From an optimization exercise on the open Yosys and OpenROAD flow, aimed at small area; shortcuts taken in it are not production practice. Function was checked by simulation only, so behaviour that the tests miss may differ from the original. No run shown here takes its clock network from TritonCTS; it comes from the design's own scripts or RTL. No driver is modelled on the clock port, so clock power and skew are understated where the tree is cut down; a real chip needs a root buffer or a tree. Power and IR drop assume default switching activity.

==> flow/design.v <==
`timescale 1ns/10ps
module cpu(clk,reset,memdata,memread,memwrite,adr,writedata,groundconstant);
input        clk;
input        reset;
input  [7:0] memdata;
input        groundconstant;
output       memread;
output       memwrite;
output [7:0] adr;
output [7:0] writedata;
localparam C_NOP = 3'd0, C_J = 3'd1, C_BEQ = 3'd2, C_SB = 3'd3, C_LB = 3'd4, C_R = 3'd5;
reg  [2:0] ph;       
reg  [1:0] rnd;      
reg  [2:0] cls;      
reg  [5:0] pc;       
reg  [7:0] ar;       
reg  [7:0] wd;       
reg  [2:0] f;        
reg        c;        
reg  [7:0] rf [1:7];
wire is_j = cls == C_J, is_beq = cls == C_BEQ, is_lb = cls == C_LB, is_r = cls == C_R, is_sb = cls == C_SB;
wire r0 = rnd == 2'd0, r1 = rnd == 2'd1, r2 = rnd == 2'd2, r3 = rnd == 2'd3;
wire       use_ar = r2 && (is_lb || is_sb);
wire [1:0] idx = r0 ? 2'd1 : r1 ? 2'd3 : r2 ? (is_r ? 2'd2 : 2'd3) : 2'd0;
assign adr       = use_ar ? ar : {pc, idx};
assign memwrite  = is_sb && r2 && ph == 3'd0;
assign memread   = ~memwrite;
assign writedata = wd;
wire [2:0] ra = r0 ? memdata[7:5] : f;
reg        pr;
always @(*)
  case (ra)
    3'd1: pr = rf[1][0];
    3'd2: pr = rf[2][0];
    3'd3: pr = rf[3][0];
    3'd4: pr = rf[4][0];
    3'd5: pr = rf[5][0];
    3'd6: pr = rf[6][0];
    3'd7: pr = rf[7][0];
    default: pr = 1'b0;
  endcase
wire       mb = memdata[ph];
wire [5:0] fn = memdata[5:0];
wire       rr    = is_r && r1;
wire       f_slt = fn == 6'b101010;
wire       f_sub = fn == 6'b100010 || f_slt;
wire       f_add = fn == 6'b100000;
wire       f_and = fn == 6'b100100;
wire       sub   = rr && f_sub;
wire       lor   = rr && !f_sub && !f_add && !f_and;
wire       land  = rr && f_and || is_beq && r2;
wire       x  = r3 ? (!is_j && pc[0]) : r0 ? pr : is_beq ? c : is_j ? 1'b0 : ar[0];
wire       y  = r0 ? 1'b0 : r3 ? ((is_j || is_beq) && ar[0]) : is_r ? pr : mb;
wire       yy = y ^ sub;
wire       ci = (ph == 3'd0) ? (sub || r3 && !is_j) : c;
wire       s  = x ^ yy ^ ci;
wire       co = (x & yy) | (ci & (x ^ yy));
wire       res = land ? (x & y) : lor ? (x | y) : s;
wire       we = r2 && (is_lb || is_r);
wire [2:0] wa = is_lb ? f : memdata[5:3];
wire       wb = is_lb ? mb : c ? (ph == 3'd0 && ar[7]) : ar[0];
integer i;
always @(posedge clk) begin
  for (i = 1; i < 8; i = i + 1)
    rf[i] <= {(we && wa == i) ? wb : rf[i][0], rf[i][7:1]};
  wd <= {pr, wd[7:1]};
  if (!(is_lb && r2)) ar <= {res, ar[7:1]};
  if (is_beq && r1) c <= (ph == 3'd0 || c) && (ar[0] == pr);
  else if (rr && ph == 3'd7) c <= f_slt;
  else if (!((is_r || is_beq) && r2)) c <= co;
  if (r0) f <= memdata[2:0];
  if (r3 && ph == 3'd7)
    case (memdata[7:2])
      6'b100000: cls <= C_LB;
      6'b101000: cls <= C_SB;
      6'b000000: cls <= C_R;
      6'b000100: cls <= C_BEQ;
      6'b000010: cls <= C_J;
      default:   cls <= C_NOP;
    endcase
  if (reset) begin
    ph  <= 3'd7;
    rnd <= 2'd3;
    pc  <= 6'd0;
  end else begin
    ph[0] <= ~ph[0];
    ph[1] <= ph[1] ^ ph[0];
    ph[2] <= ph[2] ^ (ph[1] & ph[0]);
    if (ph == 3'd7) rnd <= {rnd[1] ^ rnd[0], ~rnd[0]};
    if (r3 && ph < 3'd6) pc <= {s, pc[5:1]};
  end
end
endmodule
==> flow/flow/run.sh <==
#!/bin/bash
# The standard layout (standard.sh), changed in ways that do not change the
# design or what is measured:
#  - synthesis is the standard synthesis script (synth_recipe.tcl and ORFS's
#    synth.tcl) with only its ABC script replaced by an area-oriented one
#    (flow/abc_area.script); flip-flop mapping, flattening and renaming are
#    untouched, so the registers are the standard synthesis's;
#  - port buffers are the smallest buffer (buf_1) instead of clkdlybuf4s50_1;
#  - the clock tree is a two-level tree of clkbuf_8 leaves, each driving an
#    equal share of the flip-flops, under one clkbuf_4 (flow/cts_grid.tcl),
#    in place of TritonCTS.
# Each tool's log is under orfs/logs; the make output goes to standard.log.
set -euo pipefail
here=$(pwd)
sed "s#log_cmd abc {\*}\$abc_args#log_cmd abc -script $here/flow/abc_area.script {*}\$lib_args {*}\$lib_dont_use_args -constr \$::env(OBJECTS_DIR)/abc.constr#" \
  "$FLOW_HOME/scripts/synth.tcl" > synth_core.tcl
grep -q "flow/abc_area.script" synth_core.tcl
sed "s#source \$::env(SCRIPTS_DIR)/synth.tcl#source $here/synth_core.tcl#" synth_recipe.tcl > my_synth.tcl
grep -q "synth_core.tcl" my_synth.tcl
sed "s#SYNTH_SCRIPT=[^ ]*#SYNTH_SCRIPT=$here/my_synth.tcl#" standard.sh > my_standard.sh
grep -q "my_synth.tcl" my_standard.sh
export BUFFER_PORTS_ARGS="-buffer_cell sky130_fd_sc_hd__buf_1"
export PRE_CTS_TCL="$here/flow/cts_grid.tcl"
export CLK_COLS=3 CLK_ROWS=2
export CLK_LEAF_BUF=sky130_fd_sc_hd__clkbuf_8 CLK_ROOT_BUF=sky130_fd_sc_hd__clkbuf_4
bash my_standard.sh > standard.log 2>&1
==> flow/flow/abc_area.script <==
strash
dch
amap
topo
==> flow/flow/cts_grid.tcl <==
# Replace TritonCTS with a two-level clock tree.  The flip-flops are split
# into CLK_COLS x CLK_ROWS groups of equal size (by x, then by y within each
# column); each group is driven by one CLK_LEAF_BUF at its centre, and one
# CLK_ROOT_BUF at the centre of those buffers drives them from the clock
# port.  Every flip-flop is two buffers from the clock port.
rename clock_tree_synthesis __tritoncts
proc clock_tree_synthesis {args} {
  set block [ord::get_db_block]
  set dbu [$block getDbUnitsPerMicron]
  set sinks {}
  foreach it [[$block findNet clk] getITerms] {
    set inst [$it getInst]
    set bb [$inst getBBox]
    lappend sinks [list "[$inst getName]/[[$it getMTerm] getName]" \
      [expr {([$bb xMin] + [$bb xMax]) / 2.0 / $dbu}] \
      [expr {([$bb yMin] + [$bb yMax]) / 2.0 / $dbu}]]
  }
  set n [llength $sinks]
  set cols $::env(CLK_COLS); set rows $::env(CLK_ROWS)
  set byx [lsort -real -index 1 $sinks]
  set groups {}
  for {set c 0} {$c < $cols} {incr c} {
    set a [expr {$c * $n / $cols}]; set b [expr {($c + 1) * $n / $cols - 1}]
    set col [lsort -real -index 2 [lrange $byx $a $b]]
    set m [llength $col]
    for {set r 0} {$r < $rows} {incr r} {
      lappend groups [lrange $col [expr {$r * $m / $rows}] [expr {($r + 1) * $m / $rows - 1}]]
    }
  }
  set j 0; set sx 0.0; set sy 0.0; set nl 0
  foreach g $groups {
    if {[llength $g] == 0} continue
    set gx 0.0; set gy 0.0; set pins {}
    foreach s $g {
      set gx [expr {$gx + [lindex $s 1]}]; set gy [expr {$gy + [lindex $s 2]}]
      lappend pins [get_pins [lindex $s 0]]
    }
    set gx [expr {$gx / [llength $g]}]; set gy [expr {$gy / [llength $g]}]
    puts "clock leaf $j: [llength $g] sinks at $gx $gy"
    insert_buffer -buffer_cell $::env(CLK_LEAF_BUF) -net clk -load_pins $pins \
      -location [list $gx $gy] -buffer_name clkleaf$j -net_name clknet_leaf$j
    set sx [expr {$sx + $gx}]; set sy [expr {$sy + $gy}]; incr nl; incr j
  }
  insert_buffer -buffer_cell $::env(CLK_ROOT_BUF) -net clk \
    -location [list [expr {$sx / $nl}] [expr {$sy / $nl}]] -buffer_name clkroot -net_name clknet_root
  foreach it [[$block findNet clk] getITerms] {
    set rn [[[$it getInst] findITerm X] getNet]
    $rn setSigType CLOCK
    foreach lt [$rn getITerms] {
      set o [[$lt getInst] findITerm X]
      if {$o ne "NULL" && [$o getNet] ne "NULL"} { [$o getNet] setSigType CLOCK }
    }
  }
  set_propagated_clock [all_clocks]
}
==> flow/standard.sh <==
#!/bin/bash
# synth_recipe.tcl (not shown) runs the flow's synth.tcl, then flattens the netlist and writes it again
# the make line also repeats each setting of config.mk as NAME=value (left out here)
make -C /OpenROAD-flow-scripts/flow DESIGN_CONFIG=/design/flow/config.mk WORK_HOME=/design/flow/orfs CLKGATE_MAP_FILE= SYNTH_SCRIPT=/design/flow/synth_recipe.tcl "${@:-finish}"
==> flow/config.mk <==
export PLATFORM = sky130hd
export DESIGN_NAME = cpu
export DESIGN_NICKNAME = cpu
export VERILOG_FILES = /design/flow/design.v
export SDC_FILE = /design/flow/constraint.sdc
export NUM_CORES = 4
export LEC_CHECK = 0
export CAP_MARGIN = 20
export CORE_MARGIN = 2
export CORE_UTILIZATION = 75
export PLACE_DENSITY = 0.9
export SLEW_MARGIN = 20
==> flow/constraint.sdc <==
create_clock -name core_clock -period 5.0 [get_ports {clk}]
set_input_delay 1.0000 -clock core_clock [delete_from_list [all_inputs] [get_ports {clk}]]
set_output_delay 1.0000 -clock core_clock [all_outputs]
set_load 0.01 [all_outputs]
==> qor.yml, run 1 <==
job:
  cap_violations: 0
detailed_routing:
  ant_nets: 0
  drt_iter0_markers: 194
  drc: 0
  wl_met2_um: 3146
  wl_per_cell_um: 18.11
  wl_um: 6212
  dr_wl_met3_um: 592
  drt-met1-wl_um: 2218
  vias: 2215
  routed.top_layer: "met4"
  viasPerCell: 6.458
  drtPass1Iterations: 6
critical_path:
  crit_required_ns: 5.16
  worst_setup_path_start_kind: "register"
  cp-end-kind: "register"
  crit_fanout: 9
  reg2reg_depth: 16
  path_class: "reg2reg"
  cp.arrival_ns: 4.68
global_route:
  grt_pass1_wl_um: 10340
  grt_pass1_vias: 2180
  grt_overflow_total: 0
  track_usage_pct: 30.81
  antenna_found_initial: 0
  grt_start_max_net_pins: 16
sta:
  setup_viol: 0
  final.min_clock_period_ns: 4.518
  hold_violations: 0
  maxSlewViolCount: 0
  maxSlewHeadroom_pct: 32.57
  max_slew.worst_pin.slew_ns: 1.001
  final.period_utilization_pct: 90.37
  setup-tns-final_ns: 0
  rsz0062_at_grt: "false"
  fmax_mhz: 221.3
  skew_ns: 0.01038
cts:
  clk_pin_slew_ns: 0.09
  cts_resized: 0
  ctsHoldBuffers: 0
  clk_latency_ns: 0.41
  cts_setup_buffers: 0
finish:
  n_fill_cell: 182
  diodes: 0
  fin_nets: 316
  design_area_um2: 3163
  final_common_cell: "dfxtp_1"
  areaGrowthSynthToFinish_pct: 8.638
  most-common-layout-cells: "dfxtp_1, nor2_1, clkinv_1"
  drive_gt1_share_pct: 2.373
logic_synthesis:
  syn_nets: 280
  syn-cell-area_um2: 2912
  syn_inst: 261
  ys_types: 31
  ys_ff_latch: 90
  yosysWarnings: 2
  avgSynthCellArea_um2: 11.16
  ys_seq_area_share_pct: 67.04
floorplan:
  start_util_pct: 78.93
  rows: 22
  die_h_um: 66.31
  io_pins: 29
  fp.dieArea_um2: 4396
  coreArea_um2: 3689
  chipWidth_um: 66.31
hold_path:
  hold_depth: 0
  min_path_type: "reg2reg"
pwr:
  leakagePower_uw: 0.001170
  ir_drop_uv: 346.4
  powerDensity_nw_per_um2: 457.6
outcome:
  status: "timing/DRC/antenna clean"
placement:
  dp_hpwl_um: 4656
  post_dp_cell_area_um2: 3073
  gp_congestion: 0.9196
  io_buffers: 27
flip-flops by register name, indices dropped and copies added, names as in the netlist:
signal and cells:
ph 3, f 3, c 1, wd 8, cls 3, rnd 2, ar 8, rf 56
pc 6
kinds of logic after synthesis:
family | count (synthesis) | share of synthesized area, %
compound gates | 62 | 14.31
fa+ha+maj | 8 | 3.696
buf+inv | 29 | 3.739
flops | 90 | 67.04
simple gates | 72 | 11.22
power by group:
group	internal, µW	switching, µW	total [µW]	leakage (µW)
clock	117	196	313	0.0000477
sequential	839	52.3	891	0.000764
combinational	81.4	162	244	0.000358
worst max-delay path, cell delays in order, from the launching register on:
cell       delay, ns
dfxtp_1         0.34
clkinv_1        0.11
ha_1            0.43
clkinv_1        0.30
o22ai_1         0.57
clkinv_1        0.22
and3_1          0.23
a311oi_1        0.24
o2111ai_1       0.23
clkinv_1        0.14
a21oi_1         0.08
o21ai_0         0.34
nor2_1          0.07
a21oi_1         0.20
fa_1            0.47
o21ai_0         0.19
o32ai_1         0.09
Yosys cell counts (all sizes together):
cell type	n	area, µm²
or4	1	7.510
o2111ai	2	17.52
a41o	1	10.01
a22o	6	52.55
nand3	1	5.000
a31o	1	8.760
a22oi	7	52.55
nor3	7	35.03
a32o	1	10.01
and3	2	12.51
a21oi	14	70.07
o22ai	8	50.05
a311oi	1	8.760
or2	4	25.02
a32oi	1	8.760
nor4b	1	8.760
o32ai	2	17.52
a211oi	1	7.510
nor4	3	18.77
fa	1	20.02
nor2	33	123.9
ha	7	87.58
dfxtp	75	1501
nand2	14	52.55
o21ai	9	45.04
nand4	5	31.28
o221ai	3	26.28
nand2b	1	6.260
a31oi	5	31.28
clkinv	29	108.9
edfxtp	15	450.4
path summary, 6_finish.rpt:
kind / start / slack, ns / endpoint
worst min register to register: rf[1][1]$_DFF_P_ / 0.32 / rf[1][0]$_DFF_P_
worst min-delay path: rf[1][1]$_DFF_P_ / 0.32 / rf[1][0]$_DFF_P_
worst max-delay path: rnd[1]$_SDFFE_PP1P_ / 0.48 / ar[7]$_DFFE_PN_
worst max register to register: rnd[1]$_SDFFE_PP1P_ / 0.48 / ar[7]$_DFFE_PN_
metal layers:
metal / global-route usage, % / up-vias
li1: - / 994
met1: 37.74 / 1021
met2: 54.87 / 166
met3: 4.600 / 34
met4: 11.22 / 0
met5: 0 / -
per-stage QoR:
step                      total power [µW]  std cells  utilization, %  setup slack [ns]  hold slack [ns]
final                                 1447        343           85.75            0.4816           0.3210
after global routing                  1515        343           85.75            0.1701           0.3257
after CTS                             1445        343           85.75            0.6203           0.3301
after detailed placement              1141        336           83.31            0.4240           0.3121
after global placement                1118        336           83.31            0.7436           0.3108
after floorplan                       1054        261               -             1.262           0.3096
cell type report, clock buffers not listed:
type                    count  area, µm²  area share, %
inverters                  29      108.9          3.441
multi-input cells         142      850.8          26.90
well taps                  48      60.06          1.899
repair buffers             27      101.3          3.204
flip-flops and latches     90       1952          61.71
==> inputs of run 2 (changes only) <==
--- a/flow/flow/run.sh
+++ b/flow/flow/run.sh
@@ -5,3 +5,4 @@
 #    synth.tcl) with only its ABC script replaced by an area-oriented one
-#    (flow/abc_area.script); flip-flop mapping, flattening and renaming are
+#    (flow/abc_area.script) and its full-adder extraction skipped, so that
+#    ABC maps all the logic; flip-flop mapping, flattening and renaming are
 #    untouched, so the registers are the standard synthesis's;
@@ -14,5 +15,7 @@
 here=$(pwd)
-sed "s#log_cmd abc {\*}\$abc_args#log_cmd abc -script $here/flow/abc_area.script {*}\$lib_args {*}\$lib_dont_use_args -constr \$::env(OBJECTS_DIR)/abc.constr#" \
+sed -e "s#\[env_var_exists_and_non_empty ADDER_MAP_FILE\] &&#0 \&\&#" \
+  -e "s#log_cmd abc {\*}\$abc_args#log_cmd abc -script $here/flow/abc_area.script {*}\$lib_args {*}\$lib_dont_use_args -constr \$::env(OBJECTS_DIR)/abc.constr#" \
   "$FLOW_HOME/scripts/synth.tcl" > synth_core.tcl
 grep -q "flow/abc_area.script" synth_core.tcl
+grep -q "^  0 &&" synth_core.tcl
 sed "s#source \$::env(SCRIPTS_DIR)/synth.tcl#source $here/synth_core.tcl#" synth_recipe.tcl > my_synth.tcl
==> run 2 against run 1 <==
First-iteration DRC count fell by 11%. Routed wire length fell by 11%. Still clean on timing, DRC and antenna. Clock power fell by 2%. Setup slack improved by 0.35 ns.
==> qor.yml, run 2 <==
placement:
  dp_hpwl_um: 4018
  dp.cells: 338
  gp_congestion: 0.8965
  io_buffers: 27
detailed_routing:
  viasPerCell: 6.017
  wl_um: 5515
  drc: 0
  vias: 2076
  drtPass1Iterations: 4
  ant_nets: 0
  wl_per_cell_um: 15.99
  drt_iter0_markers: 173
finish:
  most-common-layout-cells: "dfxtp_1, nor2_1, clkinv_1, buf_1, nand2_1"
  areaGrowthSynthToFinish_pct: 8.831
  fin_cells: 345
  drive_gt1_share_pct: 2.357
  largest_register_ff_count: 56
  largest_register: "rf"
  final_common_cell: "dfxtp_1"
  fin_nets: 310
  reg.largest.list: "rf (56), ar (8), wd (8)"
  diodes: 0
sta:
  final.min_clock_period_ns: 4.164
  max_slew.worst_pin.slew_ns: 1.014
  setup_viol: 0
  maxSlewViolCount: 0
  fmax_mhz: 240.2
  maxSlewHeadroom_pct: 31.67
  setup-tns-final_ns: 0
  final.period_utilization_pct: 83.27
  rsz0062_at_grt: "false"
  skew_ns: 0.007382
  holdWs_ns: 0.3275
  hold_violations: 0
critical_path:
  crit_fanout: 8
  cp.arrival_ns: 4.32
  slowest_stage: "nor2_1"
  worst_setup_path_start_kind: "register"
  slowest_delay_ns: 0.52
  startpoint: "rnd[0]$_SDFFE_PP1P_"
  cp-end-kind: "register"
  crit_required_ns: 5.15
  crit_path_cell_trace: "nor2_1, clkinv_1, o22ai_1, clkinv_1, and3_1, a311oi_1, o2111ai_1, clkinv_1, a211oi_1, a21oi_1, nor2_1, a21oi_1, nand2_1, o21a_1, o21a_1, nor2_1, o32ai_1"
  rr_startpoint: "rnd[0]$_SDFFE_PP1P_"
  path_class: "reg2reg"
cts:
  clk_latency_ns: 0.40
  ctsHoldBuffers: 0
  cts_resized: 0
  cts_setup_buffers: 0
  clk_pin_slew_ns: 0.09
hold_path:
  min_path_type: "reg2reg"
  hp-start: "rf[7][7]$_DFF_P_"
floorplan:
  rows: 22
  die_h_um: 65.62
  io_pins: 29
  chipWidth_um: 65.62
  start_util_pct: 77.79
  fp.dieArea_um2: 4306
  coreArea_um2: 3661
logic_synthesis:
  synthFlopType: "dfxtp_1"
  synth_common_cells: "dfxtp_1, nor2_1, clkinv_1, nand2_1, edfxtp_1"
  syn-cell-area_um2: 2848
  synth_area_leaders: "dfxtp_1, edfxtp_1, nor2_1"
  ys_types: 32
  avgSynthCellArea_um2: 10.83
  synth_edf_count: 15
  ys_ff_latch: 90
  synth_top_area_share_pct: 52.72
  synth_top_area_cell: "dfxtp_1"
  yosysMostFrequentCell: "dfxtp_1"
  syn_nets: 274
  ys_seq_area_share_pct: 68.54
  yosysWarnings: 2
  async_reset_ff_share_pct: 0
  syn_inst: 263
job:
  cap_violations: 0
global_route:
  grt_start_max_net_pins: 16
  grt_overflow_total: 0
  antenna_found_initial: 0
  grt_pass1_vias: 1887
  track_usage_pct: 26.64
  grt_pass1_wl_um: 8804
outcome:
  status: "timing/DRC/antenna clean"
pwr:
  ir_drop_uv: 276.4
  leakagePower_uw: 0.001142
  powerDensity_nw_per_um2: 449.5
run 2: metal layers:
metal / part of all wire, % / GRT usage, % / vias up / routed length [µm]
li1: - / - / 1005 / -
met1: 41 / 36.92 / 931 / 2259
met2: 47 / 43.56 / 117 / 2614
met3: 8.0 / 2.911 / 23 / 440
met4: 3.6 / 9.896 / 0 / 201
met5: 0 / 0 / - / 0
run 2: critical path, delay by kind of cell (launching register included):
family / cells / cell delay, ns
buf+inv: 3 / 0.56
compound gates: 9 / 1.98
simple gates: 5 / 0.99
flops: 1 / 0.37
run 2: worst paths after layout:
kind / endpoint / slack [ns] / depth (start not counted)
max reg2reg: ar[7]$_DFFE_PN_ / 0.84 / 17
min: rf[7][6]$_DFF_P_ / 0.33 / 0
max: ar[7]$_DFFE_PN_ / 0.84 / 17
min reg2reg: rf[7][6]$_DFF_P_ / 0.33 / 0
run 2: stage by stage:
stage	utilization (%)	cell area (µm²)	total power [µW]	setup slack (ns)
after floorplan	-	2848	1024	1.498
after global placement	82.19	3009	1077	0.9947
after global routing	84.65	3099	1457	0.3989
after CTS	84.65	3099	1395	0.9166
final	84.65	3099	1393	0.8363
after detailed placement	82.19	3009	1093	0.7292
run 2: logic make-up after synthesis:
group           Yosys count  share of synthesized area (%)
buf+inv                  27                          3.559
compound gates           62                          15.07
simple gates             84                          12.83
flops                    90                          68.54
run 2: final cells by class, clock buffers not listed:
type                    instances  area (µm²)
inverters                      27       101.3
repair buffers                 27       101.3
multi-input cells             146       794.5
fillers                       189       561.8
well taps                      48       60.06
flip-flops and latches         90        1952
run 2: report_power, final:
part           total (µW)  switching (µW)  internal, µW  leakage [µW]
combinational         202             130          71.4      0.000331
clock                 308             192           117     0.0000477
sequential            883            52.7           830      0.000763
total                1390             375          1020       0.00114
==> inputs of run 3 (changes only) <==
--- a/flow/design.v
+++ b/flow/design.v
@@ -10,3 +10,3 @@
 output [7:0] writedata;
-localparam C_NOP = 3'd0, C_J = 3'd1, C_BEQ = 3'd2, C_SB = 3'd3, C_LB = 3'd4, C_R = 3'd5;
+localparam C_NOP = 3'd2, C_J = 3'd1, C_BEQ = 3'd3, C_SB = 3'd6, C_LB = 3'd4, C_R = 3'd0;
 reg  [2:0] ph;       
@@ -61,2 +61,4 @@
 wire       wb = is_lb ? mb : c ? (ph == 3'd0 && ar[7]) : ar[0];
+wire [5:0] op = memdata[7:2];
+wire       op_ok = !op[4] && !op[0] && (op[5] ? !op[2] && !op[1] : !op[3] && !(op[2] && op[1]));
 integer i;
@@ -72,10 +74,3 @@
   if (r3 && ph == 3'd7)
-    case (memdata[7:2])
-      6'b100000: cls <= C_LB;
-      6'b101000: cls <= C_SB;
-      6'b000000: cls <= C_R;
-      6'b000100: cls <= C_BEQ;
-      6'b000010: cls <= C_J;
-      default:   cls <= C_NOP;
-    endcase
+    cls <= op_ok ? {op[5], op[3] | op[2], op[2] | op[1]} : C_NOP;
   if (reset) begin
==> run 3 against run 2 <==
Critical path depth up 2. Cell count down 0.58%. First-iteration DRC count down 12%. Synthesized cell count down 1.1%. Design area down 0.85%. Sequential share of layout area up 0.54 points. Largest power group unchanged. Critical endpoint is now c$_DFFE_PP_. Synthesized area down 1.2%. Still clean.
==> qor.yml, run 3 <==
placement:
  gp_congestion: 0.8580
  dp_hpwl_um: 4056
  post_dp_cell_area_um2: 2983
  io_buffers: 27
logic_synthesis:
  synth_area_leaders: "dfxtp_1, edfxtp_1, nor2_1"
  synth_edf_count: 15
  yosysMostFrequentCell: "dfxtp_1"
  synthFlopType: "dfxtp_1"
  syn-cell-area_um2: 2814
  async_reset_ff_share_pct: 0
  ys_ff_latch: 90
  ys_types: 29
  synth_common_cells: "dfxtp_1, nor2_1, clkinv_1, edfxtp_1, o21ai_0"
  synth_top_area_cell: "dfxtp_1"
  syn_nets: 271
  yosysWarnings: 2
  synth_top_area_share_pct: 53.36
  avgSynthCellArea_um2: 10.82
  syn_inst: 260
  ys_seq_area_share_pct: 69.36
cts:
  ctsHoldBuffers: 0
  cts_resized: 0
  clk_pin_slew_ns: 0.09
  cts_setup_buffers: 0
  clk_latency_ns: 0.40
global_route:
  grt_overflow_total: 0
  grt_pass1_vias: 2028
  antenna_found_initial: 0
  track_usage_pct: 28.75
  grt_pass1_wl_um: 9425
  grt_start_max_net_pins: 16
critical_path:
  slowest_stage: "nor2_1"
  crit_path_cell_trace: "nor2_1, clkinv_1, o22ai_1, clkinv_1, nor2_1, a32o_1, a311oi_1, o2111ai_1, clkinv_1, a211oi_1, a31oi_1, nand2_1, o21ai_0, nor2_1, a21oi_1, nand2_1, a22oi_1, a41oi_1, o32ai_1"
  reg2reg_depth: 19
  r2r-end: "c$_DFFE_PP_"
  rr_startpoint: "rnd[1]$_SDFFE_PP1P_"
  worst_setup_path_start_kind: "register"
  slowest_delay_ns: 0.53
  cp-end-kind: "register"
  r2r_slack_ns: 0.78
  crit_fanout: 8
  cp.arrival_ns: 4.36
  path_class: "reg2reg"
  crit_required_ns: 5.14
sta:
  hold_violations: 0
  rsz0062_at_grt: "false"
  final.period_utilization_pct: 84.46
  maxSlewViolCount: 0
  skew_ns: 0.01155
  setup-tns-final_ns: 0
  maxSlewHeadroom_pct: 34.85
  setup_viol: 0
  fmax_mhz: 236.8
  final.min_clock_period_ns: 4.223
  max_slew.worst_pin.slew_ns: 0.9671
hold_path:
  hp-start: "rf[1][3]$_DFF_P_"
  hold_depth: 0
  hold_end: "rf[1][2]$_DFF_P_"
  min_path_type: "reg2reg"
detailed_routing:
  drt_iter0_markers: 152
  routed.top_layer: "met4"
  wl_per_cell_um: 17.13
  vias: 2132
  drc: 0
  dr_wl_met3_um: 491
  drtPass1Iterations: 5
  drt-met1-wl_um: 2275
  wl_met2_um: 2877
  viasPerCell: 6.216
  wl_um: 5877
  ant_nets: 0
floorplan:
  die_h_um: 65.26
  chipWidth_um: 65.26
  io_pins: 29
  start_util_pct: 77.44
  rows: 22
  fp.dieArea_um2: 4258
  coreArea_um2: 3633
finish:
  design_area_um2: 3073
  largest_register: "rf"
  most-common-layout-cells: "dfxtp_1, nor2_1, clkinv_1"
  reg.largest.list: "rf (56), ar (8), wd (8)"
  fin_nets: 308
  areaGrowthSynthToFinish_pct: 9.204
  drive_gt1_share_pct: 2.712
  largest_register_ff_count: 56
  diodes: 0
  final_common_cell: "dfxtp_1"
pwr:
  powerDensity_nw_per_um2: 440.3
  leakagePower_uw: 0.001129
  ir_drop_uv: 315.8
outcome:
  status: "timing/DRC/antenna clean"
job:
  cap_violations: 0
run 3: logic make-up after synthesis:
group	synth area share (%)
flip-flops	69.36
AND/OR/NAND/NOR	12.05
AO/OA/AOI/OAI	14.72
buffers and inverters	3.868
run 3: critical path: cells and delay by family, from the launching register on:
family	cells	cell delay [ns]
flip-flops	1	0.35
AO/OA/AOI/OAI	11	1.87
buffers and inverters	3	0.65
AND/OR/NAND/NOR	5	1.09
run 3: area by class of cell, clock buffers not listed:
class | count | area [µm²]
sequential | 90 | 1952
inverter | 29 | 108.9
timing repair buffer | 28 | 108.9
multi-input combinational | 141 | 753.2
fill | 200 | 560.5
tap | 48 | 60.06
run 3: where the power goes:
group / switching, µW / internal (µW) / leakage (µW)
clock: 193 / 117 / 0.0000477
sequential: 50.6 / 812 / 0.000760
combinational: 122 / 59.1 / 0.000321
total: 365 / 988 / 0.00113
run 3: worst max-delay path by stage:
stage	start	to	slack, ns
2_1_floorplan	memdata[6]	c$_DFFE_PP_	1.66
3_3_place_gp	memdata[5]	c$_DFFE_PP_	1.13
3_5_place_dp	memdata[5]	c$_DFFE_PP_	0.90
4_1_cts	rnd[1]$_SDFFE_PP1P_	c$_DFFE_PP_	0.92
5_1_grt	rnd[0]$_SDFFE_PP1P_	c$_DFFE_PP_	0.33
6_report	rnd[1]$_SDFFE_PP1P_	c$_DFFE_PP_	0.78
run 3: per-stage QoR:
| step | total power, µW | worst slack (ns) | hold WS (ns) | cells | utilization (%) |
|---|---|---|---|---|---|
| floorplan | 977.1 | 1.657 | 0.3096 | 260 | - |
| global placement | 1028 | 1.132 | 0.3117 | 336 | 82.09 |
| detailed placement | 1044 | 0.9046 | 0.3121 | 336 | 82.09 |
| CTS | 1351 | 0.9153 | 0.3242 | 343 | 84.57 |
| global route | 1404 | 0.3279 | 0.3323 | 343 | 84.57 |
| finish | 1353 | 0.7768 | 0.3215 | 343 | 84.57 |
run 3: routing by layer:
layer	vias up	track usage (%)
met1	984	35.66
met3	24	3.767
met4	0	11.72
li1	989	-
met2	135	50.77
met5	-	0
==> inputs of run 4 (changes only) <==
--- a/flow/flow/run.sh
+++ b/flow/flow/run.sh
@@ -9,4 +9,4 @@
 #  - port buffers are the smallest buffer (buf_1) instead of clkdlybuf4s50_1;
-#  - the clock tree is a two-level tree of clkbuf_8 leaves, each driving an
-#    equal share of the flip-flops, under one clkbuf_4 (flow/cts_grid.tcl),
+#  - the clock tree is a two-level tree of five clkbuf_8 leaves, each driving an
+#    equal share of the flip-flops, under one clkbuf_2 (flow/cts_grid.tcl),
 #    in place of TritonCTS.
@@ -26,4 +26,4 @@
 export PRE_CTS_TCL="$here/flow/cts_grid.tcl"
-export CLK_COLS=3 CLK_ROWS=2
-export CLK_LEAF_BUF=sky130_fd_sc_hd__clkbuf_8 CLK_ROOT_BUF=sky130_fd_sc_hd__clkbuf_4
+export CLK_ROWS="2 1 2"
+export CLK_LEAF_BUF=sky130_fd_sc_hd__clkbuf_8 CLK_ROOT_BUF=sky130_fd_sc_hd__clkbuf_2
 bash my_standard.sh > standard.log 2>&1
--- a/flow/flow/cts_grid.tcl
+++ b/flow/flow/cts_grid.tcl
@@ -1,4 +1,4 @@
 # Replace TritonCTS with a two-level clock tree.  The flip-flops are split
-# into CLK_COLS x CLK_ROWS groups of equal size (by x, then by y within each
-# column); each group is driven by one CLK_LEAF_BUF at its centre, and one
+# into groups of equal size (by x into columns, then by y within each
+# column; CLK_ROWS lists the groups in each column); each group is driven by one CLK_LEAF_BUF at its centre, and one
 # CLK_ROOT_BUF at the centre of those buffers drives them from the clock
@@ -18,7 +18,10 @@
   set n [llength $sinks]
-  set cols $::env(CLK_COLS); set rows $::env(CLK_ROWS)
+  # CLK_ROWS lists the number of groups in each column
+  set rowl $::env(CLK_ROWS)
+  set k 0; foreach r $rowl { incr k $r }
   set byx [lsort -real -index 1 $sinks]
   set groups {}
-  for {set c 0} {$c < $cols} {incr c} {
-    set a [expr {$c * $n / $cols}]; set b [expr {($c + 1) * $n / $cols - 1}]
+  set done 0
+  foreach rows $rowl {
+    set a [expr {$done * $n / $k}]; incr done $rows; set b [expr {$done * $n / $k - 1}]
     set col [lsort -real -index 2 [lrange $byx $a $b]]
==> run 4 against run 3 <==
Combinational power is 2% lower. Largest power group unchanged. Cell count is 0.29% lower. Flip-flop and latch count is the same. Utilization decreased by 0.45 points. Critical path type unchanged. Total power fell by 2.0%. Global-route usage shrank 2.1 points. Worst hold slack gained 0.011 ns. Via count shrank 2.9%. Sequential power hardly changed. Clock skew decreased by 0.0015 ns.
==> qor.yml, run 4 <==
logic_synthesis:
  synth_top_area_cell: "dfxtp_1"
  syn_nets: 271
  yosysMostFrequentCell: "dfxtp_1"
  syn-cell-area_um2: 2814
  ys_types: 29
  synth_area_leaders: "dfxtp_1, edfxtp_1, nor2_1"
  avgSynthCellArea_um2: 10.82
  synthFlopType: "dfxtp_1"
  synth_edf_count: 15
  synth_common_cells: "dfxtp_1, nor2_1, clkinv_1, edfxtp_1, o21ai_0"
  async_reset_ff_share_pct: 0
  ys_seq_area_share_pct: 69.36
  syn_inst: 260
  ys_ff_latch: 90
  yosysWarnings: 2
  synth_top_area_share_pct: 53.36
detailed_routing:
  wl_per_cell_um: 16.29
  drtPass1Iterations: 5
  drc: 0
  drt_iter0_markers: 155
  ant_nets: 0
  viasPerCell: 6.053
  vias: 2070
  wl_um: 5572
critical_path:
  crit_required_ns: 5.19
  slowest_stage: "nor2_1"
  worst_setup_path_start_kind: "register"
  path_class: "reg2reg"
  crit_path_cell_trace: "nor2_1, clkinv_1, o22ai_1, clkinv_1, nor2_1, a32o_1, a311oi_1, o2111ai_1, clkinv_1, a211oi_1, a31oi_1, nand2_1, o21ai_0, nor2_1, a21oi_1, nand2_1, a22oi_1, a41oi_1, o32ai_1"
  cp-end-kind: "register"
  cp.arrival_ns: 4.36
  crit_fanout: 8
  slowest_delay_ns: 0.50
global_route:
  grt_pass1_vias: 1908
  antenna_found_initial: 0
  track_usage_pct: 26.64
  grt_start_max_net_pins: 19
  grt_pass1_wl_um: 8866
  grt_overflow_total: 0
sta:
  fmax_mhz: 239.4
  skew_ns: 0.01007
  hold_violations: 0
  maxSlewViolCount: 0
  rsz0062_at_grt: "false"
  final.min_clock_period_ns: 4.176
  setup_viol: 0
  max_slew.worst_pin.slew_ns: 0.9018
  maxSlewHeadroom_pct: 39.24
  final.period_utilization_pct: 83.53
  setup-tns-final_ns: 0
finish:
  diodes: 0
  reg.largest.list: "rf (56), ar (8), wd (8)"
  design_area_um2: 3057
  fin_nets: 307
  n_fill_cell: 203
  final_common_cell: "dfxtp_1"
  areaGrowthSynthToFinish_pct: 8.626
  largest_register_ff_count: 56
  most-common-layout-cells: "dfxtp_1, nor2_1, clkinv_1"
  largest_register: "rf"
  drive_gt1_share_pct: 2.381
hold_path:
  min_path_type: "reg2reg"
floorplan:
  coreArea_um2: 3633
  chipWidth_um: 65.26
  rows: 22
  die_h_um: 65.26
  fp.dieArea_um2: 4258
  start_util_pct: 77.44
  io_pins: 29
placement:
  post_dp_cell_area_um2: 2983
  gp_congestion: 0.8580
  io_buffers: 27
  dp_hpwl_um: 4056
cts:
  cts_setup_buffers: 0
  clk_pin_slew_ns: 0.11
  clk_latency_ns: 0.44
  ctsHoldBuffers: 0
  cts_resized: 0
pwr:
  ir_drop_uv: 312.3
  powerDensity_nw_per_um2: 433.9
  leakagePower_uw: 0.001121
job:
  cap_violations: 0
outcome:
  status: "timing/DRC/antenna clean"
==> run 4: cell counts after synthesis <==
No cell type changed its count.
==> run 4: cells by family (layout without fill, tap and decap cells) <==
logic type | count (synthesis) | in the layout | synth area share, %
buffers and inverters | 29 | 63 | 3.868
AO/OA/AOI/OAI | 62 | 62 | 14.72
flip-flops | 90 | 90 | 69.36
AND/OR/NAND/NOR | 79 | 79 | 12.05
==> run 4: worst paths after layout <==
check	from	end	slack [ns]	depth (start not counted)
max reg2reg	rnd[1]$_SDFFE_PP1P_	c$_DFFE_PP_	0.82	19
min reg2reg	rf[3][5]$_DFF_P_	rf[3][4]$_DFF_P_	0.33	0
min	rf[3][5]$_DFF_P_	rf[3][4]$_DFF_P_	0.33	0
max	rnd[1]$_SDFFE_PP1P_	c$_DFFE_PP_	0.82	19
==> run 4: final cells by class, clock buffers not listed <==
type / instances / area, µm² / share of cell area (%)
tap: 48 / 60.06 / 1.965
inverter: 29 / 108.9 / 3.561
timing repair buffer: 28 / 108.9 / 3.561
multi-input combinational: 141 / 753.2 / 24.64
sequential: 90 / 1952 / 63.86
==> run 4: power by group <==
group / switching, µW / internal (µW)
sequential: 49.5 / 812
combinational: 118 / 59.0
clock: 193 / 94.8
total: 361 / 966
==> run 4: routing by layer <==
metal  vias to the layer above  global-route usage [%]  wire [µm]  part of all wire, %
met5                         -                       0          0                    0
met4                         0                   4.688         80                  1.4
met3                        13                   3.082        459                  8.2
met2                       108                   49.11       2759                   50
met1                       968                   34.23       2272                   41
li1                        981                       -          -                    -
==> run 4: metrics by stage <==
stage	instances	util, %	total power, µW	setup WS, ns	hold slack [ns]
5_1_grt	342	84.13	1373	0.4006	0.3433
4_1_cts	342	84.13	1320	0.9344	0.3355
2_1_floorplan	260	-	977.1	1.657	0.3096
3_3_place_gp	336	82.09	1028	1.132	0.3117
6_report	342	84.13	1326	0.8237	0.3326
3_5_place_dp	336	82.09	1044	0.9046	0.3121
==> run 4: critical path, delay by kind of cell (launching register included) <==
family | cells | cell delay (ns)
buffers and inverters | 3 | 0.65
AOI/OAI and AO/OA | 11 | 1.89
and+or+nand+nor | 5 | 1.04
DFF | 1 | 0.35
==> inputs of run 5 (changes only) <==
==> flow/flow/abc_area.script (replaced) <==
strash
dch -f
amap
topo
==> run 5 against run 4 <==
Still clean. Synthesized area fell by 0.31%. Clock power about the same. Synthesized cell count fell by 3.5%. Combinational power hardly changed. Total power shrank 0.55%. Critical path depth shrank 1. Setup slack better by 0.017 ns. Maximum frequency increased by 0.41%. Die area fell by 0.31%. Highest routed layer unchanged.
==> qor.yml, run 5 <==
placement:
  io_buffers: 27
  dp.cells: 327
  gp_congestion: 0.9031
  dp_hpwl_um: 4141
critical_path:
  slowest_delay_ns: 0.49
  cp.arrival_ns: 4.37
  crit_required_ns: 5.21
  slowest_stage: "nor2_1"
  crit_buf_inv: 4
  cp-end-kind: "register"
  cp_top_family: "compound AO/OA/AOI/OAI gates"
  path_class: "reg2reg"
  crit_top_cell: "clkinv_1"
  rr_startpoint: "rnd[1]$_SDFFE_PP1P_"
  crit_path_cell_trace: "nor2_1, clkinv_1, o22ai_1, clkinv_1, a32o_1, a311oi_1, o2111ai_1, clkinv_1, a221oi_1, a31oi_1, clkinv_1, o22ai_1, nand2_1, o21a_1, nand2_1, a22oi_1, a31oi_1, o32ai_1"
  crit_fanout: 8
  worst_setup_path_start_kind: "register"
  startpoint: "rnd[1]$_SDFFE_PP1P_"
  r2r_slack_ns: 0.84
global_route:
  antenna_found_initial: 0
  grt_overflow_total: 0
  grt_pass1_vias: 1961
  grt_pass1_wl_um: 9473
  track_usage_pct: 28.93
  grt_start_max_net_pins: 19
logic_synthesis:
  synthFlopType: "dfxtp_1"
  synth_common_cells: "dfxtp_1, nor2_1, clkinv_1, edfxtp_1, a21oi_1"
  avgSynthCellArea_um2: 11.18
  synth_top_area_share_pct: 53.52
  synth_xor_area_share_pct: 0
  syn_nets: 262
  synth-compound-area-share_pct: 15.70
  yosysMostFrequentCell: "dfxtp_1"
  syn_inst: 251
  ys_seq_area_share_pct: 69.58
  async_reset_ff_share_pct: 0
  ys_types: 31
  muxShareOfSynthArea_pct: 0
  ys_ff_latch: 90
  synth_top_family_by_area: "compound AO/OA/AOI/OAI gates"
  synth_top_area_cell: "dfxtp_1"
  synthAdderAreaFrac_pct: 0
  yosysWarnings: 2
  synth_edf_count: 15
  synth_area_leaders: "dfxtp_1, edfxtp_1, nor2_1"
  syn-cell-area_um2: 2805
  yosys.area_share.simple_pct: 10.97
finish:
  n_fill_cell: 186
  areaGrowthSynthToFinish_pct: 8.653
  drive_gt1_share_pct: 2.456
  largest_register: "rf"
  final_common_cell: "dfxtp_1"
  fin_nets: 298
  fin_cells: 333
  post-route-util_pct: 83.88
  diodes: 0
  reg.largest.list: "rf (56), ar (8), wd (8)"
  largest_register_ff_count: 56
  most-common-layout-cells: "dfxtp_1, nor2_1, clkinv_1"
sta:
  maxSlewHeadroom_pct: 34.90
  maxSlewViolCount: 0
  setup-tns-final_ns: 0
  rsz0062_at_grt: "false"
  final.min_clock_period_ns: 4.159
  hold_violations: 0
  skew_ns: 0.01181
  fmax_mhz: 240.4
  max_slew.worst_pin.slew_ns: 0.9662
  setup_viol: 0
  final.period_utilization_pct: 83.19
hold_path:
  min_path_type: "reg2reg"
  hp-start: "rf[3][2]$_DFF_P_"
floorplan:
  chipWidth_um: 65.16
  start_util_pct: 77.20
  io_pins: 29
  coreArea_um2: 3633
  die_h_um: 65.16
  rows: 22
  fp.dieArea_um2: 4245
cts:
  clk_latency_ns: 0.46
  cts_resized: 0
  clk_pin_slew_ns: 0.11
  ctsHoldBuffers: 0
  cts_setup_buffers: 0
pwr:
  ir_drop_uv: 289.7
  powerDensity_nw_per_um2: 432.7
  leakagePower_uw: 0.001100
job:
  cap_violations: 0
detailed_routing:
  viasPerCell: 6.084
  drtPass1Iterations: 4
  drc: 0
  wl_um: 5730
  drt_iter0_markers: 170
  ant_nets: 0
  wl_per_cell_um: 17.21
  vias: 2026
outcome:
  status: "timing/DRC/antenna clean"
[run 5: cells by family (layout without fill, tap and decap cells)]
| logic type | count (synthesis) | in the layout |
|---|---|---|
| buffers and inverters | 28 | 62 |
| and+or+nand+nor | 70 | 70 |
| DFF | 90 | 90 |
| AOI/OAI and AO/OA | 63 | 63 |
[run 5: final timing paths]
path                            to  cells past startpoint
hold reg to reg   rf[3][1]$_DFF_P_                      0
hold / removal    rf[3][1]$_DFF_P_                      0
setup / recovery       c$_DFFE_PP_                     18
setup reg to reg       c$_DFFE_PP_                     18
[run 5: area by class of cell, clock buffers not listed]
type	count	area (µm²)	area share (%)
inverter	28	105.1	3.448
sequential	90	1952	64.04
tap	48	60.06	1.970
multi-input combinational	133	748.2	24.55
timing repair buffer	28	108.9	3.571
[run 5: metrics by stage]
| step | cell area [µm²] | hold slack, ns | setup slack, ns | power (µW) |
|---|---|---|---|---|
| final | 3048 | 0.3280 | 0.8406 | 1319 |
| after global routing | 3048 | 0.3353 | 0.3852 | 1374 |
| after CTS | 3048 | 0.3343 | 0.8857 | 1319 |
| after detailed placement | 2974 | 0.3121 | 0.9245 | 1040 |
| after global placement | 2974 | 0.3108 | 1.102 | 1027 |
| after floorplan | 2805 | 0.3096 | 1.574 | 977.2 |
[run 5: layer usage]
layer / part of all wire, % / vias to the layer above / global-route usage [%]
li1: - / 965 / -
met1: 40 / 942 / 38.75
met2: 50 / 108 / 50.64
met3: 7.4 / 11 / 3.767
met4: 2.1 / 0 / 7.031
met5: 0 / - / 0
[run 5: where the power goes]
group | switching, µW | internal (µW)
Combinational | 113 | 64.0
Clock | 193 | 94.5
Sequential | 45.8 | 809

==> re-timing with driven ports <==
Ports are ideal in the flow. The routed layouts listed here were re-timed in OpenROAD. Step 1 sets driving cells, clkbuf_16 on the clock port and buf_2 on the other inputs (assumed; they add their load-dependent delay and slew). Step 2 times the ports against the registers' clock, not the clock port: input delays grow and output delays shrink by t, the midpoint of the rising clock arrivals with the driver on. a / b / c = ideal / step 1 / step 2; a / b = the first two.
run	shift t [ns]	setup slack, ns	hold WS [ns]	slew at the worst register clock pin (ns)	cell pins on the clock port's net
run 1	0.432	0.482 / 0.482 / 0.300	0.321 / 0.321 / 0.321	0.09 / 0.09	1
run 2	0.417	0.836 / 0.836 / 0.612	0.328 / 0.328 / 0.328	0.09 / 0.09	1
run 3	0.417	0.777 / 0.777 / 0.755	0.322 / 0.322 / 0.322	0.09 / 0.09	1
run 4	0.460	0.824 / 0.824 / 0.773	0.333 / 0.333 / 0.333	0.11 / 0.11	1
run 5	0.485	0.841 / 0.841 / 0.814	0.328 / 0.328 / 0.328	0.11 / 0.11	1
After both steps setup and hold are still met in every run listed. The setup slack of run 2, which loses most, moves by 0.000 ns with the drivers and by -0.224 ns with both steps.
